Background: an optimization exercise with open tools, aiming at small area. Do not read the settings as production practice.
At most, simulation tests tie the RTL to the original design; equivalence was not proved.
No functional check of the RTL was part of runs 2 and 4 to 7.
Power and IR drop assume default switching activity.

$ cat design/flow/run.sh
#!/bin/bash
# synth_recipe.tcl (not shown) runs the flow's synth.tcl, then flattens the netlist and writes it again
# the make line also repeats each setting of config.mk as NAME=value (left out here)
make -C /OpenROAD-flow-scripts/flow DESIGN_CONFIG=/design/flow/config.mk WORK_HOME=/design/flow/orfs CLKGATE_MAP_FILE= SYNTH_SCRIPT=/design/flow/synth_recipe.tcl finish
$ cat design/flow/config.mk
export PLATFORM = sky130hd
export DESIGN_NAME = lab5
export DESIGN_NICKNAME = lab5
export VERILOG_FILES = /design/flow/design.v
export SDC_FILE = /design/flow/constraint.sdc
export NUM_CORES = 4
export LEC_CHECK = 0
export ABC_AREA = 1
export CAP_MARGIN = 20
export CORE_MARGIN = 2
export CORE_UTILIZATION = 40
export CTS_BUF_LIST = sky130_fd_sc_hd__clkbuf_8
export SLEW_MARGIN = 20
$ cat design/flow/constraint.sdc
create_clock -name core_clock -period 17.0 [get_ports {clk}]
set_input_delay 3.4000 -clock core_clock [delete_from_list [all_inputs] [get_ports {clk}]]
set_output_delay 3.4000 -clock core_clock [all_outputs]
set_load 0.01 [all_outputs]
$ cat design/flow/design.v
module lab5 (input clk, SWO, input [15:0] IR_in, output logic [3:0] OPCODE, output logic [7:0] PC, alu_out, W_REG);
localparam logic [2:0] IF0 = 3'd0, ID = 3'd1, FD = 3'd2, EX = 3'd3, RWB = 3'd4, IF = 3'd5;
logic [2:0] state;
logic [3:0] OP, RA, RB, RD;
logic [7:0] A, B;
logic ph;
logic [7:0] S0 [0:7];
logic [7:0] S1 [0:7];
assign OP = IR_in[15:12];
assign RA = IR_in[11:8];
assign RB = IR_in[7:4];
assign RD = IR_in[3:0];
assign OPCODE = OP;
logic [7:0] ap, aq, asum;
logic [8:0] ac;
logic use_b;
always_comb begin
  use_b = (OP == 4'd7) || (OP == 4'd8);
  ap = use_b ? B : A;
  case (OP)
    4'd3:    aq = {4'b0, RB};
    4'd4, 4'd14: aq = ~B;
    4'd7:    aq = 8'h00;
    4'd8:    aq = 8'hFF;
    default: aq = B;
  endcase
  ac[0] = (OP == 4'd4) || (OP == 4'd7) || (OP == 4'd14);
  for (int i = 0; i < 8; i++) begin
    asum[i] = ap[i] ^ aq[i] ^ ac[i];
    ac[i+1] = (ap[i] & aq[i]) | (ap[i] & ac[i]) | (aq[i] & ac[i]);
  end
end
logic [7:0] mul;
always_comb begin
  logic [7:0] acc, row;
  logic c;
  acc = A & {8{B[0]}};
  for (int i = 1; i < 8; i++) begin
    row = (A << i) & {8{B[i]}};
    c = 1'b0;
    for (int j = i; j < 8; j++) begin
      logic s;
      s = acc[j] ^ row[j] ^ c;
      c = (acc[j] & row[j]) | (acc[j] & c) | (row[j] & c);
      acc[j] = s;
    end
  end
  mul = acc;
end
logic [7:0] quo;
always_comb begin
  logic [7:0] r, x, d;
  logic [8:0] c;
  logic bnz;
  r = 8'b0;
  for (int k = 7; k >= 0; k--) begin
    x = {r[6:0], A[k]};
    c[0] = 1'b1;
    for (int i = 0; i < 8 - k; i++) begin
      d[i] = x[i] ^ ~B[i] ^ c[i];
      c[i+1] = (x[i] & ~B[i]) | (x[i] & c[i]) | (~B[i] & c[i]);
    end
    quo[k] = c[8-k] && ((B >> (8 - k)) == 8'b0);
    r = 8'b0;
    for (int i = 0; i < 8 - k; i++) r[i] = quo[k] ? d[i] : x[i];
  end
  bnz = |B;
  quo = quo & {8{bnz}};
end
always_comb begin
  case (OP)
    4'd1:  alu_out = {RA, RB};
    4'd2, 4'd3, 4'd4, 4'd7, 4'd8: alu_out = asum;
    4'd5:  alu_out = mul;
    4'd6:  alu_out = quo;
    4'd9:  alu_out = ~(A | B);
    4'd10: alu_out = ~(A & B);
    4'd11: alu_out = A ^ B;
    4'd12: alu_out = ~B;
    default: alu_out = 8'b0;
  endcase
  if (state == IF) alu_out = W_REG;
end
logic wr;
assign wr = (state == EX || state == RWB) && (RD[0] != ph) && !(OP == 4'd13 || OP == 4'd14 || OP == 4'd15);
logic [7:0] pc_inc, pc_next;
always_comb begin
  pc_inc = (OP == 4'd14 && ac[8]) ? {4'b0, RD} : 8'd1;
  pc_next = (OP == 4'd13) ? {RA, RB} : PC + pc_inc;
end
logic [7:0] rda, rdb;
always_comb begin
  rda = (RA[0] ^ ph) ? S1[RA[3:1]] : S0[RA[3:1]];
  rdb = (RB[0] ^ ph) ? S1[RB[3:1]] : S0[RB[3:1]];
end
always_ff @(posedge clk or posedge SWO) begin
  if (SWO) begin
    state <= IF0;
    PC <= 8'b0;
    W_REG <= 8'b0;
    A <= 8'b0;
    B <= 8'b0;
    ph <= 1'b0;
  end else begin
    W_REG <= alu_out;
    A <= rda;
    B <= rdb;
    ph <= ~ph;
    if (state == IF) PC <= pc_next;
    case (state)
      IF0, IF: state <= ID;
      ID:      state <= FD;
      FD:      state <= EX;
      EX:      state <= RWB;
      default: state <= (OP == 4'd0) ? RWB : IF;
    endcase
  end
end
always_ff @(posedge clk or posedge SWO) begin
  if (SWO) begin
    for (int m = 0; m < 8; m++) begin
      S0[m] <= 8'b0;
      S1[m] <= 8'b0;
    end
  end else begin
    for (int m = 0; m < 8; m++) begin
      S1[m] <= S0[m];
      S0[m] <= (wr && RD[3:1] == 3'(m)) ? W_REG : S1[m];
    end
  end
end
endmodule
==> results of run 1 <==
layout make-up:
cell class / count / area, µm² / share of cell area
inverters: 173 / 657 / 0.0553
flip-flops and latches: 164 / 4110 / 0.346
multi-input cells: 865 / 5460 / 0.459
clock buffers: 19 / 262 / 0.0220
diodes: 1 / 2.50 / 0.000211
repair buffers: 84 / 746 / 0.0628
well taps: 330 / 413 / 0.0347
clock inverters: 12 / 240 / 0.0202
report_power, final:
part | leakage (nW) | internal (W) | switching, W
Sequential | 2.19 | 0.000544 | 0.000145
Combinational | 3.18 | 0.000477 | 0.000709
Clock | 0.257 | 0.000201 | 0.000165
worst min-delay path by stage:
| stage | startpoint | to | slack, ps |
|---|---|---|---|
| 5_1_grt | S0[2][7] | S1[2][7] | 390 |
| 3_5_place_dp | S0[2][0] | S1[2][0] | 360 |
| 3_3_place_gp | S0[2][4] | S1[2][4] | 360 |
| 2_1_floorplan | S0[2][0] | S1[2][0] | 350 |
| 6_report | S0[4][1] | S1[4][1] | 380 |
| 4_1_cts | S0[6][4] | S1[6][4] | 390 |
per-stage QoR:
stage	total power (W)	hold slack (ps)	instance area (µm²)	cells
2_1_floorplan	0.00146	354	10400	1241
3_3_place_gp	0.00181	359	11300	1604
3_5_place_dp	0.00183	360	11300	1604
4_1_cts	0.00220	386	11800	1635
5_1_grt	0.00243	392	11900	1647
6_report	0.00224	385	11900	1648
registers in the layout (all words and copies together) (netlist names), named ones only:
name and flops:
S0 64, S1 64, A 8, B 8, PC 8, W_REG 8
state 2, ph 1
per-layer routing:
metal	share of wire	up-vias
li1	-	4294
met1	0.44	4475
met2	0.45	422
met3	0.081	87
met4	0.033	0
met5	0	-
kinds of logic after synthesis:
group | count (synthesis) | share of synthesized area
AND/OR/NAND/NOR | 457 | 0.191
XOR/XNOR | 25 | 0.0211
buffers and inverters | 212 | 0.0803
adder cells (fa/ha/maj) | 86 | 0.132
AO/OA/AOI/OAI | 297 | 0.179
flip-flops | 164 | 0.396
what timing repair did:
item / in CTS / in global routing
pin swaps: 0 / 3
endpoints found under the setup margin: 1 / 1
setup buffers: 0 / 12
resized for setup: 3 / 11
cell usage in the layout, fill, tap and decap left out, types with 3 or more instances in the layout:
cell type        Yosys  final
nor2_2               1      4
o2111ai_1            8      8
buf_4                5     39
dfrtp_1            164    161
bufinv_16            0      6
a22o_1               3      3
dfrtp_2              0      3
nand2_1            285    284
o211ai_1            11     11
nor3_1              13     11
o22ai_1             20     20
a221oi_1            37     37
nand4_1             20     20
a22oi_1             24     24
fa_1                39     37
and2_1               3      3
nor3_2               4      6
a211oi_1             5      5
nor2_1              67     63
nand3_1             38     38
xor2_1              15     15
o21ai_0            136    136
clkdlybuf4s50_1      0     44
or2_2                7      7
nor4_1               3      3
xnor2_1             10     10
nand2_2              8      9
o221ai_1             3      3
inv_8                0      5
a21oi_1             35     35
clkbuf_8             0     19
o21ai_2              4      4
inv_1              171    170
ha_1                47     47
==> flow_metrics.env, run 1 <==
export IMPL_status="timing/DRC/antenna clean"
export IMPL_syn_to_final_growth_pct=14.7
export IMPL_grt_max_degree=98
export IMPL_slowest_delay_ps=500
export IMPL_whs_path_depth=0
export IMPL_yosys_area_top_type="dfrtp_1"
export IMPL_min_period_ps=16180
export IMPL_crit_slowest_cell="dfrtp_2"
export IMPL_cts_sinks=164
export IMPL_synth_area_um2=10400
export IMPL_powerDensity_nw_per_um2=189
export IMPL_worst_path_buf_inv=4
export IMPL_vias=9278
export IMPL_rows=58
export IMPL_clock_latency_ps=490
export IMPL_avgViaCountPerCell=5.63
export IMPL_die_h_um=165
export IMPL_arrival_ps=12780
export IMPL_ys_warn_count=3
export IMPL_ys_async_sr_fraction=1.00
export IMPL_clk_pin_slew_ps=100
export IMPL_hold_path_class="register to register"
export IMPL_cap_violations=0
export IMPL_cts_made_buffers=17
export IMPL_cp_required_ps=13600
export IMPL_place_hpwl_mm=24.7
export IMPL_initial_core_util=0.409
export IMPL_wl_per_cell_um=20.9
export IMPL_r2r_slack_ps=4790
export IMPL_met2_usage=0.415
export IMPL_grt_ovfl_total=0
export IMPL_worst_setup_path_start_kind="register"
export IMPL_grt_pass1_vias=9161
export IMPL_synth_top_cell_area_share=0.396
export IMPL_grt_util_all_layers=0.263
export IMPL_dp_slack_ps=387
export IMPL_syn_area_per_cell_um2=8.35
export IMPL_drc=0
export IMPL_fin_nets=1409
export IMPL_gp_congestion=0.989
export IMPL_synth_seq_area_share=0.396
export IMPL_grt_pass1_wl_mm=53.6
export IMPL_setup_violations=0
export IMPL_ir_worst_vdd_v=0.000139
export IMPL_critPathTopFamily="adder cells"
export IMPL_cts_tree="done"
export IMPL_dr_pass1_iters=6
export IMPL_worstPathMaxFanout=7
export IMPL_endpoint="alu_out[0]"
export IMPL_antenna_found_initial=0
export IMPL_grtUsageMet3=0.0507
export IMPL_fin_crit_sh=0.952
export IMPL_cts_buffer_depth=2
export IMPL_fin_skew_ps=15.3
export IMPL_io_buffers=45
export IMPL_slew_headroom=0.223
export IMPL_cts_hold_buf=0
export IMPL_synthTopCellsByArea="dfrtp_1 (40%), nand2_1 (10%), fa_1 (7.5%)"
export IMPL_reg2reg_to="W_REG[0]"
export IMPL_coreArea_um2=25300
export IMPL_r2r_start="B[6]"
export IMPL_met1_usage=0.363
export IMPL_fin_util=0.469
export IMPL_p_leak_nw=5.63
export IMPL_r2r_cells=72
export IMPL_cts_root_buf="clkbuf_8"
export IMPL_synth_most_common_cell="nand2_1"
export IMPL_routed_wl_mm=34.4
export IMPL_synth_cells=1241
export IMPL_htreeDepth=4
export IMPL_criticalPathCategory="register to primary output"
export IMPL_fillers=2480
export IMPL_crit_start="B[6]"
export IMPL_crit_cells=72
export IMPL_dieWidth_um=165
export IMPL_top_usage_layer="met2"
export IMPL_synth_edf_count=0
export IMPL_ys_flop_type="dfrtp_1"
export IMPL_die_area_um2=27200
export IMPL_io_pins=46
export IMPL_worstMarginPinSlew_ps=1160
export IMPL_timing_fmax_mhz=61.8
export IMPL_ys_types=49
export IMPL_synthTopCellsByCount="nand2_1 (285), inv_1 (171), dfrtp_1 (164)"
export IMPL_synth_seq_cells=164
export IMPL_drv_slew=0
export IMPL_setup_tns_ps=0
export IMPL_finalWorstSetupSlack_ps=823
export IMPL_synth_fp_nets=1345
export IMPL_ant_nets=0
export IMPL_cpMostUsedCell="nand2_1"
export IMPL_final_hold_viol_count=0
export IMPL_cp_end_kind="primary output"
export IMPL_drt_initial_drc_count=973
export IMPL_drive_above_1_share=0.0881
==> inputs of run 2 (changes only) <==
--- a/design/flow/design.v
+++ b/design/flow/design.v
@@ -4,7 +4,5 @@
 logic [3:0] OP, RA, RB, RD;
 logic [7:0] A, B;
-logic ph;
-logic [7:0] S0 [0:7];
-logic [7:0] S1 [0:7];
+logic [7:0] RF [0:15];
 assign OP = IR_in[15:12];
 assign RA = IR_in[11:8];
@@ -80,17 +78,11 @@
     default: alu_out = 8'b0;
   endcase
-  if (state == IF) alu_out = W_REG;
 end
 logic wr;
-assign wr = (state == EX || state == RWB) && (RD[0] != ph) && !(OP == 4'd13 || OP == 4'd14 || OP == 4'd15);
+assign wr = (state == RWB) && !(OP == 4'd13 || OP == 4'd14 || OP == 4'd15);
 logic [7:0] pc_inc, pc_next;
 always_comb begin
   pc_inc = (OP == 4'd14 && ac[8]) ? {4'b0, RD} : 8'd1;
   pc_next = (OP == 4'd13) ? {RA, RB} : PC + pc_inc;
-end
-logic [7:0] rda, rdb;
-always_comb begin
-  rda = (RA[0] ^ ph) ? S1[RA[3:1]] : S0[RA[3:1]];
-  rdb = (RB[0] ^ ph) ? S1[RB[3:1]] : S0[RB[3:1]];
 end
 always_ff @(posedge clk or posedge SWO) begin
@@ -101,10 +93,8 @@
     A <= 8'b0;
     B <= 8'b0;
-    ph <= 1'b0;
   end else begin
     W_REG <= alu_out;
-    A <= rda;
-    B <= rdb;
-    ph <= ~ph;
+    A <= RF[RA];
+    B <= RF[RB];
     if (state == IF) PC <= pc_next;
     case (state)
@@ -119,13 +109,7 @@
 always_ff @(posedge clk or posedge SWO) begin
   if (SWO) begin
-    for (int m = 0; m < 8; m++) begin
-      S0[m] <= 8'b0;
-      S1[m] <= 8'b0;
-    end
-  end else begin
-    for (int m = 0; m < 8; m++) begin
-      S1[m] <= S0[m];
-      S0[m] <= (wr && RD[3:1] == 3'(m)) ? W_REG : S1[m];
-    end
+    for (int i = 0; i < 16; i++) RF[i] <= 8'b0;
+  end else if (wr) begin
+    RF[RD] <= W_REG;
   end
 end
--- a/design/flow/config.mk
+++ b/design/flow/config.mk
@@ -10,4 +10,3 @@
 export CORE_MARGIN = 2
 export CORE_UTILIZATION = 40
-export CTS_BUF_LIST = sky130_fd_sc_hd__clkbuf_8
 export SLEW_MARGIN = 20
==> run 2 against run 1 <==
Critical path depth decreased by 4. Worst setup slack improved by 96 ps. Final cell count up 9.8%. Power up 6.1%. First-iteration DRC count rose by 0.82%. Synthesized cell count rose by 14%. Critical endpoint unchanged. Largest cell class unchanged. Largest power group unchanged.
==> flow_metrics.env, run 2 <==
export IMPL_mostFrequentLayoutCells="nand2_1 (400), o21ai_0 (176), dfrtp_1 (163)"
export IMPL_ys_async_sr_fraction=1.00
export IMPL_cts_hold_buf=0
export IMPL_p_leak_nw=5.71
export IMPL_arrival_ps=12680
export IMPL_status="timing/DRC/antenna clean"
export IMPL_slowest_delay_ps=440
export IMPL_routed_wl_mm=37.0
export IMPL_io_buffers=45
export IMPL_coreArea_um2=27000
export IMPL_drive_above_1_share=0.0695
export IMPL_min_delay_start="RF[2][6]"
export IMPL_multiInputGateArea_um2=6150
export IMPL_rows=60
export IMPL_hold_path_class="register to register"
export IMPL_grt_pass1_wl_mm=57.7
export IMPL_synth_area_um2=11000
export IMPL_worstMarginPinSlew_ps=1190
export IMPL_synth_top_cell_area_share=0.371
export IMPL_cts_sinks=163
export IMPL_power_frac_seq=0.246
export IMPL_fin_skew_ps=10.4
export IMPL_seq_area_um2=4080
export IMPL_final_common_cell="nand2_1"
export IMPL_dr_pass1_iters=6
export IMPL_synth_edf_count=0
export IMPL_synth_fp_nets=1516
export IMPL_crit_start="B[7]"
export IMPL_r2r_start="B[7]"
export IMPL_fin_crit_sh=0.946
export IMPL_cts_tree="done"
export IMPL_grt_ovfl_total=0
export IMPL_drc=0
export IMPL_place_hpwl_mm=27.2
export IMPL_p_switching_w=0.00110
export IMPL_final_hold_viol_count=0
export IMPL_timing_fmax_mhz=62.2
export IMPL_intPower_w=0.00128
export IMPL_syn_to_final_growth_pct=13.6
export IMPL_clk_pin_slew_ps=70
export IMPL_fin_area_um2=12500
export IMPL_slew_headroom=0.185
export IMPL_io_pins=46
export IMPL_worst_setup_path_start_kind="register"
export IMPL_syn_area_per_cell_um2=7.79
export IMPL_ys_warn_count=2
export IMPL_yosys_area_top_type="dfrtp_1"
export IMPL_vias=10300
export IMPL_gp_congestion=0.979
export IMPL_synthTopCellsByCount="nand2_1 (400), o21ai_0 (176), dfrtp_1 (163), inv_1 (163), nor2_1 (98)"
export IMPL_synth_cells=1412
export IMPL_fin_util=0.464
export IMPL_critPathTopFamily="adder cells"
export IMPL_synthTopCellsByArea="dfrtp_1 (37%), nand2_1 (14%), o21ai_0 (8.0%)"
export IMPL_clkPwrFrac=0.165
export IMPL_rsz0062_at_grt="no"
export IMPL_ir_worst_vdd_v=0.000171
export IMPL_power_frac_comb=0.588
export IMPL_min_period_ps=16080
export IMPL_grt_pass1_vias=9747
export IMPL_wl_per_cell_um=20.4
export IMPL_largest_register_ff_count=128
export IMPL_criticalPathCategory="register to primary output"
export IMPL_die_h_um=170
export IMPL_dieWidth_um=170
export IMPL_crit_slowest_cell="fa_1"
export IMPL_worstPathMaxFanout=9
export IMPL_initial_core_util=0.408
export IMPL_cap_violations=0
export IMPL_grt_max_degree=105
export IMPL_synth_seq_area_share=0.371
export IMPL_fillers=2690
export IMPL_powerDensity_nw_per_um2=190
export IMPL_clock_latency_ps=430
export IMPL_antenna_found_initial=1
export IMPL_cts_root_buf="clkbuf_16"
export IMPL_cpMostUsedCell="nand2_1"
export IMPL_die_area_um2=28900
export IMPL_synth_seq_cells=163
export IMPL_cts_buffer_depth=2
export IMPL_cp_end_kind="primary output"
export IMPL_cts_made_buffers=17
export IMPL_drv_slew=0
export IMPL_avgViaCountPerCell=5.67
export IMPL_fin_total_pwr_w=0.00238
export IMPL_setup_tns_ps=0
export IMPL_fin_nets=1559
export IMPL_cp_required_ps=13600
export IMPL_ys_types=52
export IMPL_place_area_um2=11800
export IMPL_drt_initial_drc_count=981
export IMPL_worst_path_buf_inv=6
export IMPL_switching_share=0.463
export IMPL_setup_violations=0
export IMPL_htreeDepth=4
export IMPL_grt_util_all_layers=0.264
export IMPL_ant_nets=0
export IMPL_ys_flop_type="dfrtp_1"
export IMPL_synth_most_common_cell="nand2_1"
export IMPL_largest_register="RF"
[run 2: cell count changes in the layout (fill, tap and decap cells not counted), moves of 17 or more]
| cell | previous run | this run |
|---|---|---|
| a221oi_1 | 37 | 13 |
| a22oi_1 | 24 | 5 |
| buf_4 | 39 | 19 |
| clkbuf_16 | 0 | 17 |
| nor2_1 | 63 | 96 |
| clkbuf_8 | 19 | 0 |
| o21ai_0 | 136 | 176 |
| nand2_1 | 284 | 400 |
[run 2: stage by stage]
stage	worst slack (ps)	hold slack, ps	std cells
finish	919	485	1810
global route	2.50	507	1809
CTS	25.0	491	1801
detailed placement	454	474	1769
global placement	777	468	1769
floorplan	1600	453	1412
[run 2: power by group through the flow]
stage / clock network (W) / registers [W] / logic [W]
floorplan: 0 / 0.000569 / 0.000964
global placement: 0 / 0.000589 / 0.00130
detailed placement: 0 / 0.000589 / 0.00131
CTS: 0.000401 / 0.000584 / 0.00133
global route: 0.000418 / 0.000599 / 0.00158
finish: 0.000394 / 0.000586 / 0.00140
[run 2: worst reg2reg max path, delay by kind of cell, from the launching register on]
family	cells	cell delay, ps
DFF	1	360
AOI/OAI and AO/OA	11	1140
adders and majority gates	21	7020
buffers and inverters	5	440
and+or+nand+nor	30	3090
[run 2: final cells by class]
type	count	area share
Antenna cell	1	0.000200
Clock buffer	18	0.0343
Clock inverter	14	0.0129
Inverter	169	0.0515
Multi-Input combinational cell	1039	0.491
Sequential cell	163	0.326
Tap cell	341	0.0341
Timing Repair Buffer	65	0.0492
[run 2: path summary, 6_finish.rpt]
| path | end | slack (ps) | depth (start not counted) |
|---|---|---|---|
| worst min-delay path | RF[2][6] | 480 | 2 |
| min in group asynchronous | PC[4] | 3410 | 2 |
| worst max register to register | W_REG[0] | 4760 | 67 |
| max in group asynchronous | B[3] | 12400 | 3 |
| worst min register to register | RF[2][6] | 480 | 2 |
| worst max-delay path | alu_out[0] | 920 | 68 |
[run 2: what timing repair did]
item,CTS,global route
endpoints found under the setup margin,0,2
resized for setup,0,11
setup buffers,0,7
[run 2: logic make-up after synthesis]
logic type,share of synthesized area
DFF,0.371
AOI/OAI and AO/OA,0.170
adders and majority gates,0.124
and+or+nand+nor,0.243
xor gates and xnor gates,0.0183
buffers and inverters,0.0739
[run 2: routing by layer]
layer | share of wire | GRT usage | routed length [µm]
met1 | 0.44 | 0.367 | 16300
met2 | 0.45 | 0.411 | 16800
met3 | 0.066 | 0.0421 | 2440
met4 | 0.039 | 0.110 | 1440
met5 | 0 | 0 | 0
==> inputs of run 3 (changes only) <==
--- a/design/flow/design.v
+++ b/design/flow/design.v
@@ -4,5 +4,7 @@
 logic [3:0] OP, RA, RB, RD;
 logic [7:0] A, B;
-logic [7:0] RF [0:15];
+logic ph;
+logic [7:0] S0 [0:7];
+logic [7:0] S1 [0:7];
 assign OP = IR_in[15:12];
 assign RA = IR_in[11:8];
@@ -78,11 +80,17 @@
     default: alu_out = 8'b0;
   endcase
+  if (state == IF) alu_out = W_REG;
 end
 logic wr;
-assign wr = (state == RWB) && !(OP == 4'd13 || OP == 4'd14 || OP == 4'd15);
+assign wr = (state == EX || state == RWB) && (RD[0] != ph) && !(OP == 4'd13 || OP == 4'd14 || OP == 4'd15);
 logic [7:0] pc_inc, pc_next;
 always_comb begin
   pc_inc = (OP == 4'd14 && ac[8]) ? {4'b0, RD} : 8'd1;
   pc_next = (OP == 4'd13) ? {RA, RB} : PC + pc_inc;
+end
+logic [7:0] rda, rdb;
+always_comb begin
+  rda = (RA[0] ^ ph) ? S1[RA[3:1]] : S0[RA[3:1]];
+  rdb = (RB[0] ^ ph) ? S1[RB[3:1]] : S0[RB[3:1]];
 end
 always_ff @(posedge clk or posedge SWO) begin
@@ -93,8 +101,10 @@
     A <= 8'b0;
     B <= 8'b0;
+    ph <= 1'b0;
   end else begin
     W_REG <= alu_out;
-    A <= RF[RA];
-    B <= RF[RB];
+    A <= rda;
+    B <= rdb;
+    ph <= ~ph;
     if (state == IF) PC <= pc_next;
     case (state)
@@ -109,7 +119,13 @@
 always_ff @(posedge clk or posedge SWO) begin
   if (SWO) begin
-    for (int i = 0; i < 16; i++) RF[i] <= 8'b0;
-  end else if (wr) begin
-    RF[RD] <= W_REG;
+    for (int m = 0; m < 8; m++) begin
+      S0[m] <= 8'b0;
+      S1[m] <= 8'b0;
+    end
+  end else begin
+    for (int m = 0; m < 8; m++) begin
+      S1[m] <= S0[m];
+      S0[m] <= (wr && RD[3:1] == 3'(m)) ? W_REG : S1[m];
+    end
   end
 end
==> design/flow/flow/run.sh (new file) <==
#!/bin/bash
# Own layout flow: the standard flow (standard.sh) with three changes.
#  - Synthesis maps the logic with an area-oriented ABC script (flow/abc_area.script)
#    and without Yosys's full-adder extraction; registers are mapped exactly as in the
#    standard synthesis (same script, same dfflibmap step).
#  - Port buffers use the smallest buffer cell.
#  - Clock tree synthesis uses small clock buffers and no dummy loads.
# Each make call's full output goes to a log file in the work folder.
set -euo pipefail
W=$PWD
rm -rf "$W/scripts_area"
cp -r "$FLOW_HOME/scripts" "$W/scripts_area"
cp "$W/flow/abc_area.script" "$W/scripts_area/abc_area.script"
KNOBS=(SCRIPTS_DIR="$W/scripts_area" ADDER_MAP_FILE= ABC_AREA=1
  BUFFER_PORTS_ARGS="-buffer_cell sky130_fd_sc_hd__buf_1"
  CTS_ARGS="-sink_clustering_enable -repair_clock_nets -dont_use_dummy_load -buf_list sky130_fd_sc_hd__clkbuf_8")
bash standard.sh "${KNOBS[@]}" synth > "$W/log_synth.txt" 2>&1
bash standard.sh "${KNOBS[@]}" finish > "$W/log_layout.txt" 2>&1
==> design/flow/flow/abc_area.script (new file) <==
strash
&get -n
&dch
&nf -R 1000
&put
topo
==> design/flow/standard.sh (new file) <==
#!/bin/bash
# synth_recipe.tcl (not shown) runs the flow's synth.tcl, then flattens the netlist and writes it again
# the make line also repeats each setting of config.mk as NAME=value (left out here)
make -C /OpenROAD-flow-scripts/flow DESIGN_CONFIG=/design/flow/config.mk WORK_HOME=/design/flow/orfs CLKGATE_MAP_FILE= SYNTH_SCRIPT=/design/flow/synth_recipe.tcl "${@:-finish}"
--- a/design/flow/config.mk
+++ b/design/flow/config.mk
@@ -9,4 +9,5 @@
 export CAP_MARGIN = 20
 export CORE_MARGIN = 2
-export CORE_UTILIZATION = 40
+export CORE_UTILIZATION = 60
+export GPL_TIMING_DRIVEN = 0
 export SLEW_MARGIN = 20
removed: design/flow/run.sh
==> run 3 against run 2 <==
First-iteration DRC count rose by 12%. Global-route usage rose by 7.2 points. Critical path depth fell by 19. Combinational power fell by 39%. Maximum frequency fell by 3.2%. Flip-flop and latch count rose by 1. Hold slack got worse by 100 ps. Count of clock-buffer cells in the layout fell by 1. Synthesized cell count fell by 33%. Clock power fell by 47%. Critical path type unchanged. Largest cell class unchanged.
==> flow_metrics.env, run 3 <==
export IMPL_synthTopCellsByArea="dfrtp_1 (44%), mux2_1 (8.0%), xnor2_1 (6.1%)"
export IMPL_synth_top_cell_area_share=0.436
export IMPL_powerDensity_nw_per_um2=169
export IMPL_ys_warn_count=3
export IMPL_arrival_ps=13220
export IMPL_synth_seq_cells=164
export IMPL_initial_core_util=0.618
export IMPL_timing_fmax_mhz=60.2
export IMPL_coreArea_um2=15300
export IMPL_crit_slowest_cell="dfrtp_2"
export IMPL_synth_area_um2=9420
export IMPL_slowest_delay_ps=520
export IMPL_power_frac_comb=0.476
export IMPL_mostFrequentLayoutCells="dfrtp_1 (156), nand2_1 (93), nor2_1 (72)"
export IMPL_ys_async_sr_fraction=1.00
export IMPL_r2r_start="B[7]"
export IMPL_gp_congestion=0.850
export IMPL_io_buffers=45
export IMPL_die_area_um2=16700
export IMPL_avgViaCountPerCell=6.61
export IMPL_synth_cells=953
export IMPL_htreeDepth=4
export IMPL_cts_buffer_depth=2
export IMPL_synthXorXnorAreaFrac=0.0864
export IMPL_cap_violations=0
export IMPL_syn_to_final_growth_pct=12.0
export IMPL_dieWidth_um=129
export IMPL_fin_total_pwr_w=0.00179
export IMPL_place_hpwl_mm=18.7
export IMPL_grt_pass1_wl_mm=42.2
export IMPL_worst_setup_path_start_kind="register"
export IMPL_ir_worst_vdd_v=0.000151
export IMPL_setup_violations=0
export IMPL_dp_cells=1223
export IMPL_place_area_um2=10100
export IMPL_fin_area_um2=10600
export IMPL_synth_mux_area_frac=0.0928
export IMPL_drc=0
export IMPL_intPower_w=0.00101
export IMPL_power_frac_seq=0.406
export IMPL_drv_slew=0
export IMPL_drive_above_1_share=0.0851
export IMPL_min_delay_start="S0[3][6]"
export IMPL_instances_no_fill=1257
export IMPL_ys_types=43
export IMPL_syn_area_per_cell_um2=9.89
export IMPL_antenna_found_initial=0
export IMPL_cts_tree="done"
export IMPL_cts_sinks=164
export IMPL_final_hold_viol_count=0
export IMPL_final_common_cell="dfrtp_1"
export IMPL_clkPwrFrac=0.118
export IMPL_grtUsageMet3=0.0661
export IMPL_met1_usage=0.469
export IMPL_fin_nets=1066
export IMPL_crit_start="B[7]"
export IMPL_cpMostUsedCell="maj3_1"
export IMPL_top_usage_layer="met2"
export IMPL_synth_top_family_by_area="compound AO/OA/AOI/OAI gates"
export IMPL_synth_seq_area_share=0.436
export IMPL_yosys_area_top_type="dfrtp_1"
export IMPL_n_antenna_cell=0
export IMPL_grt_util_all_layers=0.336
export IMPL_criticalPathCategory="register to primary output"
export IMPL_routed_wl_mm=27.6
export IMPL_io_pins=46
export IMPL_grt_ovfl_total=0
export IMPL_clock_latency_ps=480
export IMPL_cts_made_buffers=17
export IMPL_ant_nets=0
export IMPL_cp_end_kind="primary output"
export IMPL_hold_path_class="register to register"
export IMPL_fillers=1200
export IMPL_die_h_um=129
export IMPL_p_leak_nw=4.38
export IMPL_rows=45
export IMPL_synth_most_common_cell="dfrtp_1"
export IMPL_synth_fa_ha_area_frac=0.0340
export IMPL_cts_root_buf="clkbuf_8"
export IMPL_met2_usage=0.526
export IMPL_drt_initial_drc_count=1102
export IMPL_synth_fp_nets=971
export IMPL_vias=8315
export IMPL_ys_flop_type="dfrtp_1"
export IMPL_synth_edf_count=0
export IMPL_wl_per_cell_um=22.0
export IMPL_fin_crit_sh=0.977
export IMPL_grt_max_degree=72
export IMPL_worstPathMaxFanout=12
export IMPL_worstMarginPinSlew_ps=1130
export IMPL_top_regs="S0 x64, S1 x64"
export IMPL_synth_compound_area_share=0.209
export IMPL_status="timing/DRC/antenna clean"
export IMPL_slew_headroom=0.241
export IMPL_fin_skew_ps=32.0
export IMPL_synth_simple_area_share=0.131
export IMPL_p_switching_w=0.000778
export IMPL_grt_pass1_vias=7555
export IMPL_dr_pass1_iters=8
export IMPL_synthTopCellsByCount="dfrtp_1 (164), nand2_1 (93), nor2_1 (77)"
export IMPL_cp_required_ps=13600
export IMPL_switching_share=0.436
export IMPL_min_period_ps=16620
export IMPL_clk_pin_slew_ps=80
-- run 3: changes by cell type in the layout (fill, tap and decap cells not counted), moves of 32 or more --
cell,delta
maj3_1,+32
a22oi_1,+54
mux2_1,+67
nand2_1,-307
xnor2_1,+55
clkdlybuf4s50_1,-44
fa_1,-35
ha_1,-47
buf_1,+45
o21ai_0,-122
inv_1,-162
a21oi_1,+43
-- run 3: area by class of cell --
cell class / count / area (µm²) / area share
Buffer: 4 / 30.0 / 0.00284
Clock buffer: 17 / 234 / 0.0222
Inverter: 19 / 76.3 / 0.00723
Multi-Input combinational cell: 766 / 5350 / 0.507
Sequential cell: 164 / 4120 / 0.390
Tap cell: 211 / 264 / 0.0250
Timing Repair Buffer: 76 / 483 / 0.0458
-- run 3: final timing paths --
check                        endpoint  slack [ps]  depth (start not counted)
max                        alu_out[0]         380                         49
min                          S1[3][6]         380                          0
max reg2reg                  W_REG[0]        4330                         48
min reg2reg                  S1[3][6]         380                          0
max in group asynchronous    S0[0][3]       13100                          4
min in group asynchronous    S0[7][5]        2890                          2
-- run 3: what timing repair did --
action                                 in CTS  in global routing
setup buffers                               1                 16
hold buffers                                0                  0
endpoints found under the hold margin       0                  0
pin swaps                                   1                  2
resized for setup                          23                  8
setup endpoints to repair                   2                  1
-- run 3: per-stage QoR --
step	hold WS, ps	worst slack (ps)	util	TNS, ps
6_report	380	383	0.692	0
5_1_grt	401	-168	0.692	-168
4_1_cts	381	54.1	0.681	0
3_5_place_dp	384	-1380	0.663	-1380
3_3_place_gp	382	-1300	0.646	-1300
2_1_floorplan	373	829	-	0
-- run 3: worst max-delay path, delay by kind of cell (launching register included) --
family / cells / cell delay [ps]
flip-flops: 1 / 520
AO/OA/AOI/OAI: 16 / 2980
adder cells (fa/ha/maj): 17 / 6610
AND/OR/NAND/NOR: 10 / 1590
buffers and inverters: 1 / 180
XOR/XNOR: 5 / 850
-- run 3: kinds of logic (layout without fill, tap and decap cells) --
family | count (synthesis) | after routing
and+or+nand+nor | 271 | 271
adders and majority gates | 32 | 32
DFF | 164 | 164
buffers and inverters | 23 | 116
muxes | 79 | 79
AOI/OAI and AO/OA | 291 | 291
xor gates and xnor gates | 93 | 93
-- run 3: power by group through the flow --
stage	combinational, W	sequential [W]	clock (W)
after floorplan	0.000601	0.000674	0
after global placement	0.000741	0.000731	0
after detailed placement	0.000764	0.000735	0
after CTS	0.000798	0.000732	0.000211
after global routing	0.000938	0.000748	0.000226
final	0.000850	0.000725	0.000210
-- run 3: per-layer routing --
metal | wire length, µm | up-vias
li1 | - | 3781
met1 | 11700 | 4021
met2 | 12700 | 426
met3 | 2160 | 87
met4 | 1000 | 0
met5 | 0 | -
==> inputs of run 4 (changes only) <==
--- a/design/flow/design.v
+++ b/design/flow/design.v
@@ -14,16 +14,21 @@
 logic [7:0] ap, aq, asum;
 logic [8:0] ac;
-logic use_b;
+logic ge_s;
 always_comb begin
-  use_b = (OP == 4'd7) || (OP == 4'd8);
-  ap = use_b ? B : A;
-  case (OP)
-    4'd3:    aq = {4'b0, RB};
-    4'd4, 4'd14: aq = ~B;
-    4'd7:    aq = 8'h00;
-    4'd8:    aq = 8'hFF;
-    default: aq = B;
-  endcase
-  ac[0] = (OP == 4'd4) || (OP == 4'd7) || (OP == 4'd14);
+  if (state == IF) begin
+    ap = PC;
+    aq = (OP == 4'd14 && ge_s) ? {4'b0, RD} : 8'd1;
+    ac[0] = 1'b0;
+  end else begin
+    ap = (OP == 4'd7 || OP == 4'd8) ? B : A;
+    case (OP)
+      4'd3:    aq = {4'b0, RB};
+      4'd4, 4'd14: aq = ~B;
+      4'd7:    aq = 8'h00;
+      4'd8:    aq = 8'hFF;
+      default: aq = B;
+    endcase
+    ac[0] = (OP == 4'd4) || (OP == 4'd7) || (OP == 4'd14);
+  end
   for (int i = 0; i < 8; i++) begin
     asum[i] = ap[i] ^ aq[i] ^ ac[i];
@@ -84,9 +89,7 @@
 logic wr;
 assign wr = (state == EX || state == RWB) && (RD[0] != ph) && !(OP == 4'd13 || OP == 4'd14 || OP == 4'd15);
-logic [7:0] pc_inc, pc_next;
-always_comb begin
-  pc_inc = (OP == 4'd14 && ac[8]) ? {4'b0, RD} : 8'd1;
-  pc_next = (OP == 4'd13) ? {RA, RB} : PC + pc_inc;
-end
+always_ff @(posedge clk) ge_s <= ac[8];
+logic [7:0] pc_next;
+assign pc_next = (OP == 4'd13) ? {RA, RB} : asum;
 logic [7:0] rda, rdb;
 always_comb begin
--- a/design/flow/config.mk
+++ b/design/flow/config.mk
@@ -9,5 +9,4 @@
 export CAP_MARGIN = 20
 export CORE_MARGIN = 2
-export CORE_UTILIZATION = 60
-export GPL_TIMING_DRIVEN = 0
+export CORE_UTILIZATION = 40
 export SLEW_MARGIN = 20
==> run 4 against run 3 <==
Still clean on timing, DRC and antenna. Sequential power down 2.9%. Register-to-register slack better by 200 ps. Combinational power up 35%. Sequential share of layout area up 0.17 points. Non-clock buffer count down 1. Critical path type unchanged.
==> flow_metrics.env, run 4 <==
export IMPL_r2r_slack_ps=4530
export IMPL_drc=0
export IMPL_synth_edf_count=0
export IMPL_yosys_area_top_type="dfrtp_1"
export IMPL_wl_per_cell_um=22.2
export IMPL_synth_seq_area_share=0.439
export IMPL_cts_root_buf="clkbuf_8"
export IMPL_syn_area_per_cell_um2=9.68
export IMPL_die_h_um=157
export IMPL_worstPathMaxFanout=8
export IMPL_min_to="S1[7][1]"
export IMPL_syn_to_final_growth_pct=12.1
export IMPL_setup_tns_ps=0
export IMPL_fin_crit_sh=0.964
export IMPL_worst_setup_path_start_kind="register"
export IMPL_synth_area_um2=9380
export IMPL_cpMostUsedCell="maj3_1"
export IMPL_clkPwrFrac=0.105
export IMPL_synth_cells=969
export IMPL_place_hpwl_mm=20.3
export IMPL_grt_max_degree=85
export IMPL_ys_flop_type="dfrtp_1"
export IMPL_dieWidth_um=157
export IMPL_p_leak_nw=4.35
export IMPL_initial_core_util=0.403
export IMPL_drive_above_1_share=0.0735
export IMPL_drv_slew=0
export IMPL_synth_fp_nets=987
export IMPL_final_common_cell="dfrtp_1"
export IMPL_timing_fmax_mhz=61.0
export IMPL_power_frac_seq=0.340
export IMPL_r2r_cells=49
export IMPL_antenna_found_initial=0
export IMPL_crit_slowest_cell="or3_4"
export IMPL_intPower_w=0.00113
export IMPL_io_pins=46
export IMPL_n_antenna_cell=0
export IMPL_criticalPathCategory="register to primary output"
export IMPL_fin_skew_ps=42.1
export IMPL_worstMarginPinSlew_ps=995
export IMPL_grt_pass1_wl_mm=47.7
export IMPL_cap_violations=0
export IMPL_dr_pass1_iters=6
export IMPL_status="timing/DRC/antenna clean"
export IMPL_fin_area_um2=10500
export IMPL_reg2reg_to="W_REG[0]"
export IMPL_cp_required_ps=13600
export IMPL_slew_headroom=0.332
export IMPL_fillers=2265
export IMPL_fin_util=0.452
export IMPL_ys_types=43
export IMPL_clock_latency_ps=470
export IMPL_cts_tree="done"
export IMPL_fin_nets=1081
export IMPL_die_area_um2=24700
export IMPL_switching_share=0.456
export IMPL_slowest_delay_ps=420
export IMPL_synthTopCellsByArea="dfrtp_1 (44%), mux2_1 (7.9%), xnor2_1 (5.9%)"
export IMPL_synth_seq_cells=165
export IMPL_routed_wl_mm=30.7
export IMPL_cts_made_buffers=17
export IMPL_min_delay_start="S0[7][1]"
export IMPL_r2r_start="B[6]"
export IMPL_gp_congestion=0.924
export IMPL_rows=56
export IMPL_grt_util_all_layers=0.254
export IMPL_cts_buffer_depth=2
export IMPL_clk_pin_slew_ps=100
export IMPL_vias=8410
export IMPL_htreeDepth=4
export IMPL_coreArea_um2=23300
export IMPL_ys_warn_count=3
export IMPL_synth_top_cell_area_share=0.437
export IMPL_cts_sinks=165
export IMPL_grt_pass1_vias=8135
export IMPL_setup_violations=0
export IMPL_final_hold_viol_count=0
export IMPL_power_frac_comb=0.555
export IMPL_cp_end_kind="primary output"
export IMPL_top_regs="S0 x64, S1 x64"
export IMPL_avgViaCountPerCell=6.09
export IMPL_arrival_ps=12980
export IMPL_p_switching_w=0.000946
export IMPL_whs_path_depth=0
export IMPL_ir_worst_vdd_v=0.000131
export IMPL_mostFrequentLayoutCells="dfrtp_1 (163), nand2_1 (101), nor2_1 (86)"
export IMPL_synthTopCellsByCount="dfrtp_1 (164), nand2_1 (101), nor2_1 (89)"
export IMPL_drt_initial_drc_count=879
export IMPL_grt_ovfl_total=0
export IMPL_io_buffers=45
export IMPL_ys_async_sr_fraction=0.994
export IMPL_synth_most_common_cell="dfrtp_1"
export IMPL_powerDensity_nw_per_um2=197
export IMPL_hold_path_class="register to register"
export IMPL_min_period_ps=16380
export IMPL_place_area_um2=10200
export IMPL_ant_nets=0
-- run 4: changes by cell type after synthesis, moves of 6 or more --
cell | previous run | this run
a211oi_1 | 15 | 5
a221oi_1 | 10 | 16
mux2i_1 | 12 | 3
nand2_1 | 93 | 101
nor2_1 | 77 | 89
o21ai_0 | 60 | 84
-- run 4: kinds of logic (layout without fill, tap and decap cells) --
| logic type | after synthesis | after routing | share of synthesized area |
|---|---|---|---|
| AO/OA/AOI/OAI | 314 | 314 | 0.220 |
| AND/OR/NAND/NOR | 288 | 288 | 0.138 |
| flip-flops | 165 | 165 | 0.439 |
| XOR/XNOR | 87 | 87 | 0.0812 |
| multiplexers | 69 | 69 | 0.0824 |
| adder cells (fa/ha/maj) | 28 | 28 | 0.0299 |
| buffers and inverters | 18 | 110 | 0.00880 |
-- run 4: layout make-up --
class	instances	area, µm²	area share
Clock buffer	17	234	0.0222
Inverter	14	57.6	0.00547
Multi-Input combinational cell	786	5280	0.501
Sequential cell	165	4130	0.392
Timing Repair Buffer	79	429	0.0408
Tap cell	319	399	0.0379
-- run 4: worst max-delay path: cells and delay by family, from the launching register on --
family / cells / cell delay, ps
adders and majority gates: 17 / 6470
AOI/OAI and AO/OA: 14 / 2530
and+or+nand+nor: 12 / 1900
xor gates and xnor gates: 5 / 910
DFF: 1 / 390
buffers and inverters: 2 / 330
-- run 4: through the flow --
stage	hold slack [ps]	setup WS, ps	power, W	instances
after floorplan	369	507	0.00148	969
after global placement	381	439	0.00177	1358
after detailed placement	385	261	0.00179	1358
after CTS	373	38.4	0.00201	1375
after global routing	392	-36.8	0.00224	1380
final	361	615	0.00207	1380
-- run 4: worst max path at each step --
stage | from | endpoint | slack [ps] | cells after the start
2_1_floorplan | B[5] | alu_out[0] | 510 | 48
3_5_place_dp | B[6] | alu_out[0] | 260 | 50
6_report | B[6] | alu_out[0] | 620 | 50
4_1_cts | B[6] | alu_out[0] | 40 | 50
5_1_grt | B[6] | alu_out[0] | -40 | 50
3_3_place_gp | B[6] | alu_out[0] | 440 | 50
-- run 4: what timing repair did --
item / CTS / global route
setup buffers: 0 / 5
pin swaps: 0 / 5
gates resized for setup: 3 / 18
cloned: 0 / 0
setup endpoints to repair: 1 / 1
hold buffers: 0 / 0
-- run 4: power by group through the flow --
stage	Sequential [W]	Combinational (W)	Clock, W
finish	0.000704	0.00115	0.000219
global route	0.000727	0.00128	0.000238
CTS	0.000701	0.00109	0.000223
detailed placement	0.000708	0.00108	0
global placement	0.000705	0.00107	0
floorplan	0.000680	0.000800	0
-- run 4: layer usage --
metal / routed length, µm / global-route usage
met1: 13200 / 0.344
met4: 994 / 0.0944
met2: 14200 / 0.409
met3: 2330 / 0.0454
met5: 0 / 0
==> inputs of run 5 (changes only) <==
--- a/design/flow/flow/run.sh
+++ b/design/flow/flow/run.sh
@@ -14,5 +14,5 @@
 KNOBS=(SCRIPTS_DIR="$W/scripts_area" ADDER_MAP_FILE= ABC_AREA=1
   BUFFER_PORTS_ARGS="-buffer_cell sky130_fd_sc_hd__buf_1"
-  CTS_ARGS="-sink_clustering_enable -repair_clock_nets -dont_use_dummy_load -buf_list sky130_fd_sc_hd__clkbuf_8")
+  CTS_ARGS="-sink_clustering_enable -repair_clock_nets -dont_use_dummy_load -buf_list sky130_fd_sc_hd__clkbuf_8 -sink_clustering_size 24 -sink_clustering_max_diameter 100")
 bash standard.sh "${KNOBS[@]}" synth > "$W/log_synth.txt" 2>&1
 bash standard.sh "${KNOBS[@]}" finish > "$W/log_layout.txt" 2>&1
==> run 5 against run 4 <==
Routed wire length is the same. Flip-flop and latch count unchanged. Critical path depth stayed put. Still clean on timing, DRC and antenna. Non-clock buffer count unchanged. Sequential power is essentially flat. Maximum frequency is the same. Combinational power barely moved. Largest cell class unchanged. Synthesized cell count is the same. Via count did not move.
==> flow_metrics.env, run 5 <==
export IMPL_wl_per_cell_um=22.2
export IMPL_mostFrequentLayoutCells="dfrtp_1 (163), nand2_1 (101), nor2_1 (86)"
export IMPL_drive_above_1_share=0.0735
export IMPL_worstPathMaxFanout=8
export IMPL_arrival_ps=12980
export IMPL_dr_pass1_iters=6
export IMPL_dieWidth_um=157
export IMPL_top_regs="S0 x64, S1 x64"
export IMPL_fin_total_pwr_w=0.00207
export IMPL_place_hpwl_mm=20.3
export IMPL_powerDensity_nw_per_um2=197
export IMPL_die_area_um2=24700
export IMPL_initial_core_util=0.403
export IMPL_fin_nets=1081
export IMPL_synthTopCellsByCount="dfrtp_1 (164), nand2_1 (101), nor2_1 (89)"
export IMPL_finalWorstSetupSlack_ps=615
export IMPL_fin_skew_ps=42.1
export IMPL_cp_end_kind="primary output"
export IMPL_cts_made_buffers=17
export IMPL_synth_area_um2=9380
export IMPL_synth_seq_area_share=0.439
export IMPL_ys_async_sr_fraction=0.994
export IMPL_avgViaCountPerCell=6.09
export IMPL_drv_slew=0
export IMPL_cts_sinks=165
export IMPL_synth_seq_cells=165
export IMPL_synth_top_family_by_area="compound AO/OA/AOI/OAI gates"
export IMPL_ys_warn_count=3
export IMPL_synth_most_common_cell="dfrtp_1"
export IMPL_grt_ovfl_total=0
export IMPL_ys_flop_type="dfrtp_1"
export IMPL_ys_types=43
export IMPL_synth_simple_area_share=0.138
export IMPL_synthTopCellsByArea="dfrtp_1 (44%), mux2_1 (7.9%), xnor2_1 (5.9%)"
export IMPL_synth_top_cell_area_share=0.437
export IMPL_cpMostUsedCell="maj3_1"
export IMPL_io_pins=46
export IMPL_worst_path_buf_inv=2
export IMPL_final_common_cell="dfrtp_1"
export IMPL_cts_tree="done"
export IMPL_io_buffers=45
export IMPL_final_hold_viol_count=0
export IMPL_cts_root_buf="clkbuf_8"
export IMPL_r2r_slack_ps=4530
export IMPL_slowest_delay_ps=420
export IMPL_setup_tns_ps=0
export IMPL_vias=8410
export IMPL_setup_violations=0
export IMPL_n_antenna_cell=0
export IMPL_syn_to_final_growth_pct=12.1
export IMPL_fillers=2265
export IMPL_multiInputGateArea_um2=5280
export IMPL_slew_headroom=0.332
export IMPL_fin_crit_sh=0.964
export IMPL_synth_fp_nets=987
export IMPL_critPathTopFamily="adder cells"
export IMPL_antenna_found_initial=0
export IMPL_ir_worst_vdd_v=0.000131
export IMPL_crit_slowest_cell="or3_4"
export IMPL_cts_buffer_depth=2
export IMPL_seq_area_um2=4130
export IMPL_htreeDepth=4
export IMPL_min_period_ps=16380
export IMPL_drt_initial_drc_count=879
export IMPL_clock_latency_ps=470
export IMPL_cp_required_ps=13600
export IMPL_synthXorXnorAreaFrac=0.0812
export IMPL_hold_path_class="register to register"
export IMPL_synth_edf_count=0
export IMPL_synth_cells=969
export IMPL_timing_fmax_mhz=61.0
export IMPL_cts_hold_buf=0
export IMPL_status="timing/DRC/antenna clean"
export IMPL_gp_congestion=0.924
export IMPL_routed_wl_mm=30.7
export IMPL_die_h_um=157
export IMPL_dp_slack_ps=261
export IMPL_grt_pass1_wl_mm=47.7
export IMPL_synth_fa_ha_area_frac=0.0299
export IMPL_coreArea_um2=23300
export IMPL_cap_violations=0
export IMPL_grt_pass1_vias=8135
export IMPL_ant_nets=0
export IMPL_synth_mux_area_frac=0.0824
export IMPL_worstMarginPinSlew_ps=995
export IMPL_syn_area_per_cell_um2=9.68
export IMPL_rows=56
export IMPL_fin_util=0.452
export IMPL_p_leak_nw=4.35
export IMPL_criticalPathCategory="register to primary output"
export IMPL_clk_pin_slew_ps=100
export IMPL_drc=0
export IMPL_grt_util_all_layers=0.254
export IMPL_synth_compound_area_share=0.220
export IMPL_yosys_area_top_type="dfrtp_1"
export IMPL_worst_setup_path_start_kind="register"
export IMPL_grt_max_degree=85
## run 5: cell counts after synthesis
No cell type changed its count.
## run 5: routing by layer
metal,global-route usage,vias to the layer above,share of wire
met5,0,-,0
met2,0.409,396,0.46
met4,0.0944,0,0.032
met1,0.344,4089,0.43
met3,0.0454,76,0.076
li1,-,3849,-
## run 5: area by class of cell
cell class,count,share of cell area
clock buffers,17,0.0222
inverters,14,0.00547
multi-input cells,786,0.501
flip-flops and latches,165,0.392
well taps,319,0.0379
repair buffers,79,0.0408
## run 5: cell families after synthesis
kind of cell / Yosys count
AOI/OAI and AO/OA: 314
and+or+nand+nor: 288
DFF: 165
xor gates and xnor gates: 87
muxes: 69
adders and majority gates: 28
buffers and inverters: 18
## run 5: worst paths after layout
path                           from         end  depth (start not counted)
max                            B[6]  alu_out[0]                         50
min                        S0[7][1]    S1[7][1]                          0
min in group asynchronous       SWO    S0[5][3]                          2
max in group asynchronous       SWO    W_REG[0]                          3
max reg2reg                    B[6]    W_REG[0]                         49
min reg2reg                S0[7][1]    S1[7][1]                          0
## run 5: through the flow
| stage | hold WS (ps) | cell area (µm²) | instances |
|---|---|---|---|
| detailed placement | 385 | 10200 | 1358 |
| global placement | 381 | 10200 | 1358 |
| floorplan | 369 | 9380 | 969 |
| global route | 392 | 10500 | 1380 |
| finish | 361 | 10500 | 1380 |
| CTS | 373 | 10400 | 1375 |
## run 5: where the power goes
part           total [W]  internal (W)  leakage (nW)  switching [W]
Sequential      0.000704      0.000542          2.20       0.000162
Combinational    0.00115      0.000496          2.02       0.000654
Clock           0.000219     0.0000885         0.122       0.000130
## run 5: timing repair
| item | 4_1_cts | 5_1_grt |
|---|---|---|
| pin swaps | 0 | 5 |
| endpoints found under the hold margin | 0 | 0 |
| gates resized for setup | 3 | 18 |
| endpoints found under the setup margin | 1 | 1 |
| setup buffers | 0 | 5 |
==> inputs of run 6 (changes only) <==
--- a/design/flow/design.v
+++ b/design/flow/design.v
@@ -1,4 +1,4 @@
 module lab5 (input clk, SWO, input [15:0] IR_in, output logic [3:0] OPCODE, output logic [7:0] PC, alu_out, W_REG);
-localparam logic [2:0] IF0 = 3'd0, ID = 3'd1, FD = 3'd2, EX = 3'd3, RWB = 3'd4, IF = 3'd5;
+localparam logic [2:0] IF0 = 3'd0, ID = 3'd1, FD = 3'd2, EX = 3'd3, RWB = 3'd4, IF = 3'd5, ID0 = 3'd6;
 logic [2:0] state;
 logic [3:0] OP, RA, RB, RD;
@@ -92,4 +92,6 @@
 logic [7:0] pc_next;
 assign pc_next = (OP == 4'd13) ? {RA, RB} : asum;
+logic clr;
+assign clr = (state == IF0) || (state == ID0);
 logic [7:0] rda, rdb;
 always_comb begin
@@ -107,11 +109,12 @@
   end else begin
     W_REG <= alu_out;
-    A <= rda;
-    B <= rdb;
+    A <= clr ? 8'b0 : rda;
+    B <= clr ? 8'b0 : rdb;
     ph <= ~ph;
     if (state == IF) PC <= pc_next;
     case (state)
-      IF0, IF: state <= ID;
-      ID:      state <= FD;
+      IF0:     state <= ID0;
+      IF:      state <= ID;
+      ID, ID0: state <= FD;
       FD:      state <= EX;
       EX:      state <= RWB;
@@ -120,15 +123,8 @@
   end
 end
-always_ff @(posedge clk or posedge SWO) begin
-  if (SWO) begin
-    for (int m = 0; m < 8; m++) begin
-      S0[m] <= 8'b0;
-      S1[m] <= 8'b0;
-    end
-  end else begin
-    for (int m = 0; m < 8; m++) begin
-      S1[m] <= S0[m];
-      S0[m] <= (wr && RD[3:1] == 3'(m)) ? W_REG : S1[m];
-    end
+always_ff @(posedge clk) begin
+  for (int m = 0; m < 8; m++) begin
+    S1[m] <= S0[m];
+    S0[m] <= (wr && RD[3:1] == 3'(m)) ? W_REG : (clr ? 8'b0 : S1[m]);
   end
 end
--- a/design/flow/flow/run.sh
+++ b/design/flow/flow/run.sh
@@ -14,5 +14,5 @@
 KNOBS=(SCRIPTS_DIR="$W/scripts_area" ADDER_MAP_FILE= ABC_AREA=1
   BUFFER_PORTS_ARGS="-buffer_cell sky130_fd_sc_hd__buf_1"
-  CTS_ARGS="-sink_clustering_enable -repair_clock_nets -dont_use_dummy_load -buf_list sky130_fd_sc_hd__clkbuf_8 -sink_clustering_size 24 -sink_clustering_max_diameter 100")
+  CTS_ARGS="-sink_clustering_enable -repair_clock_nets -dont_use_dummy_load -buf_list sky130_fd_sc_hd__clkbuf_8")
 bash standard.sh "${KNOBS[@]}" synth > "$W/log_synth.txt" 2>&1
 bash standard.sh "${KNOBS[@]}" finish > "$W/log_layout.txt" 2>&1
==> run 6 against run 5 <==
Still clean on timing, DRC and antenna. Design area fell by 5.6%. Synthesized cell count rose by 13%. Maximum frequency fell by 0.39%. Power fell by 13%. Non-clock buffer count fell by 11. Sequential share of layout area fell by 4.1 points. Global-route usage fell by 1.2 points. Sequential power fell by 15%. Synthesized area fell by 5.4%. Largest cell class unchanged. Highest routed layer unchanged.
==> flow_metrics.env, run 6 <==
export IMPL_status="timing/DRC/antenna clean"
export IMPL_p_leak_nw=3.45
export IMPL_synth_cells=1093
export IMPL_criticalPathCategory="register to primary output"
export IMPL_ant_nets=0
export IMPL_die_area_um2=23400
export IMPL_final_common_cell="nand2_1"
export IMPL_synth_edf_count=0
export IMPL_drc=0
export IMPL_synth_fa_ha_area_frac=0.0349
export IMPL_io_pins=46
export IMPL_r2r_slack_ps=4420
export IMPL_grt_ovfl_total=0
export IMPL_crit_start="B[6]"
export IMPL_wl_per_cell_um=19.6
export IMPL_gp_congestion=0.913
export IMPL_place_area_um2=9560
export IMPL_dr_pass1_iters=10
export IMPL_slew_headroom=0.205
export IMPL_drive_above_1_share=0.0605
export IMPL_reg2reg_to="W_REG[0]"
export IMPL_ys_warn_count=3
export IMPL_place_hpwl_mm=20.3
export IMPL_cts_buffer_depth=2
export IMPL_routed_wl_mm=28.6
export IMPL_fin_crit_sh=0.968
export IMPL_synth_top_family_by_area="compound AO/OA/AOI/OAI gates"
export IMPL_setup_violations=0
export IMPL_rows=54
export IMPL_cts_made_buffers=17
export IMPL_endpoint="alu_out[0]"
export IMPL_fin_nets=1194
export IMPL_synth_most_common_cell="nand2_1"
export IMPL_grt_util_all_layers=0.242
export IMPL_initial_core_util=0.407
export IMPL_synth_area_um2=8880
export IMPL_antenna_found_initial=0
export IMPL_yosys_area_top_type="dfxtp_1"
export IMPL_die_h_um=153
export IMPL_timing_fmax_mhz=60.8
export IMPL_drv_slew=0
export IMPL_cts_hold_buf=0
export IMPL_avgViaCountPerCell=5.90
export IMPL_ys_async_sr_fraction=0.218
export IMPL_clock_latency_ps=460
export IMPL_synthXorXnorAreaFrac=0.0888
export IMPL_synthTopCellsByArea="dfxtp_1 (29%), dfrtp_1 (10%), nand2_1 (9.1%)"
export IMPL_fin_area_um2=9930
export IMPL_synth_simple_area_share=0.204
export IMPL_synth_fp_nets=1111
export IMPL_ir_worst_vdd_v=0.0000783
export IMPL_synth_top_cell_area_share=0.291
export IMPL_arrival_ps=13050
export IMPL_r2r_start="B[6]"
export IMPL_critPathTopFamily="adder cells"
export IMPL_cp_end_kind="primary output"
export IMPL_drt_initial_drc_count=1207
export IMPL_crit_cells=53
export IMPL_coreArea_um2=21800
export IMPL_hold_path_class="register to register"
export IMPL_min_period_ps=16450
export IMPL_clk_pin_slew_ps=80
export IMPL_synth_seq_cells=165
export IMPL_grt_pass1_vias=8087
export IMPL_ys_flop_type="dfxtp_1"
export IMPL_worst_setup_path_start_kind="register"
export IMPL_powerDensity_nw_per_um2=181
export IMPL_fin_total_pwr_w=0.00180
export IMPL_ys_types=43
export IMPL_syn_to_final_growth_pct=11.8
export IMPL_cp_required_ps=13600
export IMPL_grt_max_degree=64
export IMPL_slowest_delay_ps=440
export IMPL_grt_pass1_wl_mm=45.5
export IMPL_fin_util=0.455
export IMPL_worstPathMaxFanout=12
export IMPL_cap_violations=0
export IMPL_mostFrequentLayoutCells="nand2_1 (216), dfxtp_1 (129), o21ai_0 (121)"
export IMPL_io_buffers=45
export IMPL_cpMostUsedCell="maj3_1"
export IMPL_fillers=2241
export IMPL_synthTopCellsByCount="nand2_1 (216), dfxtp_1 (129), o21ai_0 (125)"
export IMPL_vias=8580
export IMPL_r2r_cells=52
export IMPL_fin_skew_ps=28.9
export IMPL_worst_path_buf_inv=4
export IMPL_whs_ps=361
export IMPL_cts_tree="done"
export IMPL_htreeDepth=4
export IMPL_cts_sinks=165
export IMPL_synth_compound_area_share=0.268
export IMPL_synth_mux_area_frac=0.00240
export IMPL_top_regs="S0 x64, S1 x64"
export IMPL_syn_area_per_cell_um2=8.13
export IMPL_crit_slowest_cell="or3_4"
export IMPL_synth_seq_area_share=0.392
export IMPL_dieWidth_um=153
export IMPL_n_antenna_cell=0
export IMPL_cts_root_buf="clkbuf_8"
export IMPL_worstMarginPinSlew_ps=1190
export IMPL_final_hold_viol_count=0
==> run 6: changes by cell type after synthesis, sizes merged, moves of 8 or more <==
| cell | delta |
|---|---|
| dfrtp | -128 |
| dfxtp | +128 |
| nand2 | +115 |
| mux2 | -65 |
| a22oi | -41 |
| o21ai | +41 |
| nor2 | +28 |
| a22o | +17 |
| a221oi | +16 |
| a21oi | -15 |
| a222oi | +9 |
| o211ai | -9 |
| a31oi | +8 |
==> run 6: cell families (layout without fill, tap and decap cells) <==
family / count (synthesis) / count (layout)
AO/OA/AOI/OAI: 356 / 356
adder cells (fa/ha/maj): 31 / 31
XOR/XNOR: 90 / 90
buffers and inverters: 21 / 102
flip-flops: 165 / 165
multiplexers: 2 / 2
AND/OR/NAND/NOR: 428 / 428
==> run 6: metal layers <==
layer / up-vias / track usage / routed length (µm)
met5: - / 0 / 0
met4: 0 / 0.0670 / 484
met3: 40 / 0.0420 / 1940
met2: 336 / 0.391 / 13300
met1: 4005 / 0.336 / 12800
li1: 4199 / - / -
==> run 6: worst reg2reg max path: cells and delay by family, from the launching register on <==
kind            cells  cell delay, ps
xor+xnor            5             870
buf+inv             3             440
compound gates     14            2250
mux                 1             330
fa+ha+maj          17            6320
flops               1             380
simple gates       12            1890
==> run 6: how the worst min path moves through the flow <==
stage / from / to / slack (ps) / cells after the start
finish: S0[2][4] / S1[2][4] / 360 / 0
global route: S0[4][5] / S1[4][5] / 360 / 0
CTS: S0[7][0] / S1[7][0] / 360 / 0
detailed placement: S0[4][4] / S1[4][4] / 360 / 0
global placement: S0[7][1] / S1[7][1] / 360 / 0
floorplan: S0[1][0] / S1[1][0] / 350 / 0
==> run 6: timing repair <==
action	CTS	global route
resized for setup	5	18
setup endpoints to repair	1	1
pin swaps	0	4
buffers inserted	0	4
==> run 6: stage by stage <==
step                instances  setup TNS [ps]  worst slack (ps)
global placement         1432               0               366
floorplan                1093               0               567
detailed placement       1433               0              61.9
CTS                      1450               0              35.3
global route             1454           -22.8             -22.8
finish                   1454               0               550
==> run 6: where the power goes <==
group / leakage (nW) / switching [W] / internal (W)
combinational: 1.83 / 0.000596 / 0.000391
sequential: 1.50 / 0.000115 / 0.000483
clock: 0.122 / 0.000128 / 0.0000885
==> run 6: cell type report <==
cell class	instances	area, µm²	area share
Clock buffer	17	234	0.0236
Inverter	17	63.8	0.00643
Multi-Input combinational cell	907	5450	0.549
Sequential cell	165	3480	0.351
Tap cell	280	350	0.0353
Timing Repair Buffer	68	342	0.0344
==> inputs of run 7 (changes only) <==
--- a/design/flow/flow/run.sh
+++ b/design/flow/flow/run.sh
@@ -14,5 +14,5 @@
 KNOBS=(SCRIPTS_DIR="$W/scripts_area" ADDER_MAP_FILE= ABC_AREA=1
   BUFFER_PORTS_ARGS="-buffer_cell sky130_fd_sc_hd__buf_1"
-  CTS_ARGS="-sink_clustering_enable -repair_clock_nets -dont_use_dummy_load -buf_list sky130_fd_sc_hd__clkbuf_8")
+  CTS_ARGS="-repair_clock_nets -dont_use_dummy_load -buf_list sky130_fd_sc_hd__clkbuf_8")
 bash standard.sh "${KNOBS[@]}" synth > "$W/log_synth.txt" 2>&1
 bash standard.sh "${KNOBS[@]}" finish > "$W/log_layout.txt" 2>&1
==> run 7 against run 6 <==
Synthesized cell count unchanged. Die area unchanged. Routed wire length unchanged. Sequential power about the same. Final cell count unchanged. Clock power about the same. Sequential share of layout area unchanged. Global-route usage unchanged. Register-to-register slack about the same. Synthesized area unchanged. Critical path type unchanged.
==> flow_metrics.env, run 7 <==
export IMPL_drv_slew=0
export IMPL_worstMarginPinSlew_ps=1190
export IMPL_mostFrequentLayoutCells="nand2_1 (216), dfxtp_1 (129), o21ai_0 (121)"
export IMPL_grt_ovfl_total=0
export IMPL_vias=8580
export IMPL_clock_latency_ps=460
export IMPL_grt_max_degree=64
export IMPL_cap_violations=0
export IMPL_n_antenna_cell=0
export IMPL_seq_area_um2=3480
export IMPL_ys_async_sr_fraction=0.218
export IMPL_coreArea_um2=21800
export IMPL_timing_fmax_mhz=60.8
export IMPL_dp_slack_ps=61.9
export IMPL_syn_area_per_cell_um2=8.13
export IMPL_min_period_ps=16450
export IMPL_criticalPathCategory="register to primary output"
export IMPL_finalWorstSetupSlack_ps=550
export IMPL_worst_setup_path_start_kind="register"
export IMPL_dp_cells=1433
export IMPL_whs_ps=361
export IMPL_endpoint="alu_out[0]"
export IMPL_hold_path_class="register to register"
export IMPL_io_buffers=45
export IMPL_cts_buffer_depth=2
export IMPL_fillers=2241
export IMPL_grt_util_all_layers=0.242
export IMPL_drive_above_1_share=0.0605
export IMPL_drt_initial_drc_count=1207
export IMPL_synth_most_common_cell="nand2_1"
export IMPL_grt_pass1_vias=8087
export IMPL_synth_edf_count=0
export IMPL_synth_fp_nets=1111
export IMPL_synth_seq_area_share=0.392
export IMPL_instances_no_fill=1454
export IMPL_crit_start="B[6]"
export IMPL_drc=0
export IMPL_synth_area_um2=8880
export IMPL_synthTopCellsByCount="nand2_1 (216), dfxtp_1 (129), o21ai_0 (125)"
export IMPL_final_hold_viol_count=0
export IMPL_fin_skew_ps=28.9
export IMPL_yosys_area_top_type="dfxtp_1"
export IMPL_setup_violations=0
export IMPL_cpMostUsedCell="maj3_1"
export IMPL_routed_wl_mm=28.6
export IMPL_die_h_um=153
export IMPL_antenna_found_initial=0
export IMPL_dr_pass1_iters=10
export IMPL_cts_sinks=165
export IMPL_io_pins=46
export IMPL_place_area_um2=9560
export IMPL_gp_congestion=0.913
export IMPL_synth_top_cell_area_share=0.291
export IMPL_fin_area_um2=9930
export IMPL_grt_pass1_wl_mm=45.5
export IMPL_slew_headroom=0.205
export IMPL_initial_core_util=0.407
export IMPL_clk_pin_slew_ps=80
export IMPL_htreeDepth=4
export IMPL_synthTopCellsByArea="dfxtp_1 (29%), dfrtp_1 (10%), nand2_1 (9.1%)"
export IMPL_ys_flop_type="dfxtp_1"
export IMPL_status="timing/DRC/antenna clean"
export IMPL_synth_cells=1093
export IMPL_p_leak_nw=3.45
export IMPL_wl_per_cell_um=19.6
export IMPL_dieWidth_um=153
export IMPL_place_hpwl_mm=20.3
export IMPL_min_delay_start="S0[2][4]"
export IMPL_synth_seq_cells=165
export IMPL_powerDensity_nw_per_um2=181
export IMPL_top_regs="S0 x64, S1 x64"
==> run 7: how the worst min path moves through the flow <==
stage          endpoint  cells after the start
2_1_floorplan  S1[1][0]                      0
3_5_place_dp   S1[4][4]                      0
6_report       S1[2][4]                      0
3_3_place_gp   S1[7][1]                      0
4_1_cts        S1[7][0]                      0
5_1_grt        S1[4][5]                      0
==> run 7: area by class of cell <==
| class | instances | share of cell area |
|---|---|---|
| Inverter | 17 | 0.00643 |
| Sequential cell | 165 | 0.351 |
| Clock buffer | 17 | 0.0236 |
| Multi-Input combinational cell | 907 | 0.549 |
| Tap cell | 280 | 0.0353 |
| Timing Repair Buffer | 68 | 0.0344 |
==> run 7: through the flow <==
stage,setup TNS (ps),utilization,power (W)
after floorplan,0,-,0.00127
after global placement,0,0.437,0.00153
after detailed placement,0,0.438,0.00154
after CTS,0,0.449,0.00176
after global routing,-22.8,0.455,0.00195
final,0,0.455,0.00180
==> run 7: cell families (layout without fill, tap and decap cells) <==
family / count (synthesis) / count (layout) / share of synthesized area
AO/OA/AOI/OAI: 356 / 356 / 0.268
multiplexers: 2 / 2 / 0.00239
buffers and inverters: 21 / 102 / 0.0106
XOR/XNOR: 90 / 90 / 0.0888
flip-flops: 165 / 165 / 0.392
adder cells (fa/ha/maj): 31 / 31 / 0.0349
AND/OR/NAND/NOR: 428 / 428 / 0.204
==> run 7: report_power, final <==
| part | total (W) | internal [W] | switching (W) |
|---|---|---|---|
| clock network | 0.000216 | 0.0000885 | 0.000128 |
| registers | 0.000598 | 0.000483 | 0.000115 |
| logic | 0.000987 | 0.000391 | 0.000596 |
| total | 0.00180 | 0.000962 | 0.000839 |
==> run 7: timing repair <==
item | CTS | global route
pin swaps | 0 | 4
setup endpoints to repair | 1 | 1
resized for setup | 5 | 18
endpoints found under the hold margin | 0 | 0
hold buffers | 0 | 0
buffers inserted | 0 | 4
==> run 7: worst max-delay path, delay by kind of cell, from the launching register on <==
| family | cells | cell delay, ps |
|---|---|---|
| AOI/OAI and AO/OA | 14 | 2290 |
| xor gates and xnor gates | 5 | 880 |
| adders and majority gates | 17 | 6500 |
| buffers and inverters | 4 | 590 |
| DFF | 1 | 380 |
| muxes | 1 | 170 |
| and+or+nand+nor | 12 | 1820 |
==> run 7: per-layer routing <==
metal,track usage,wire length (µm)
met3,0.0420,1940
met4,0.0670,484
met1,0.336,12800
met5,0,0
met2,0.391,13300

Check on run 7: ideal ports give 0.550 ns setup slack; a clkbuf_16 on the clock port and buf_2 on the inputs give 0.510 ns; moving port delays by the midpoint clock arrival (0.483 ns) as well gives 0.993 ns.
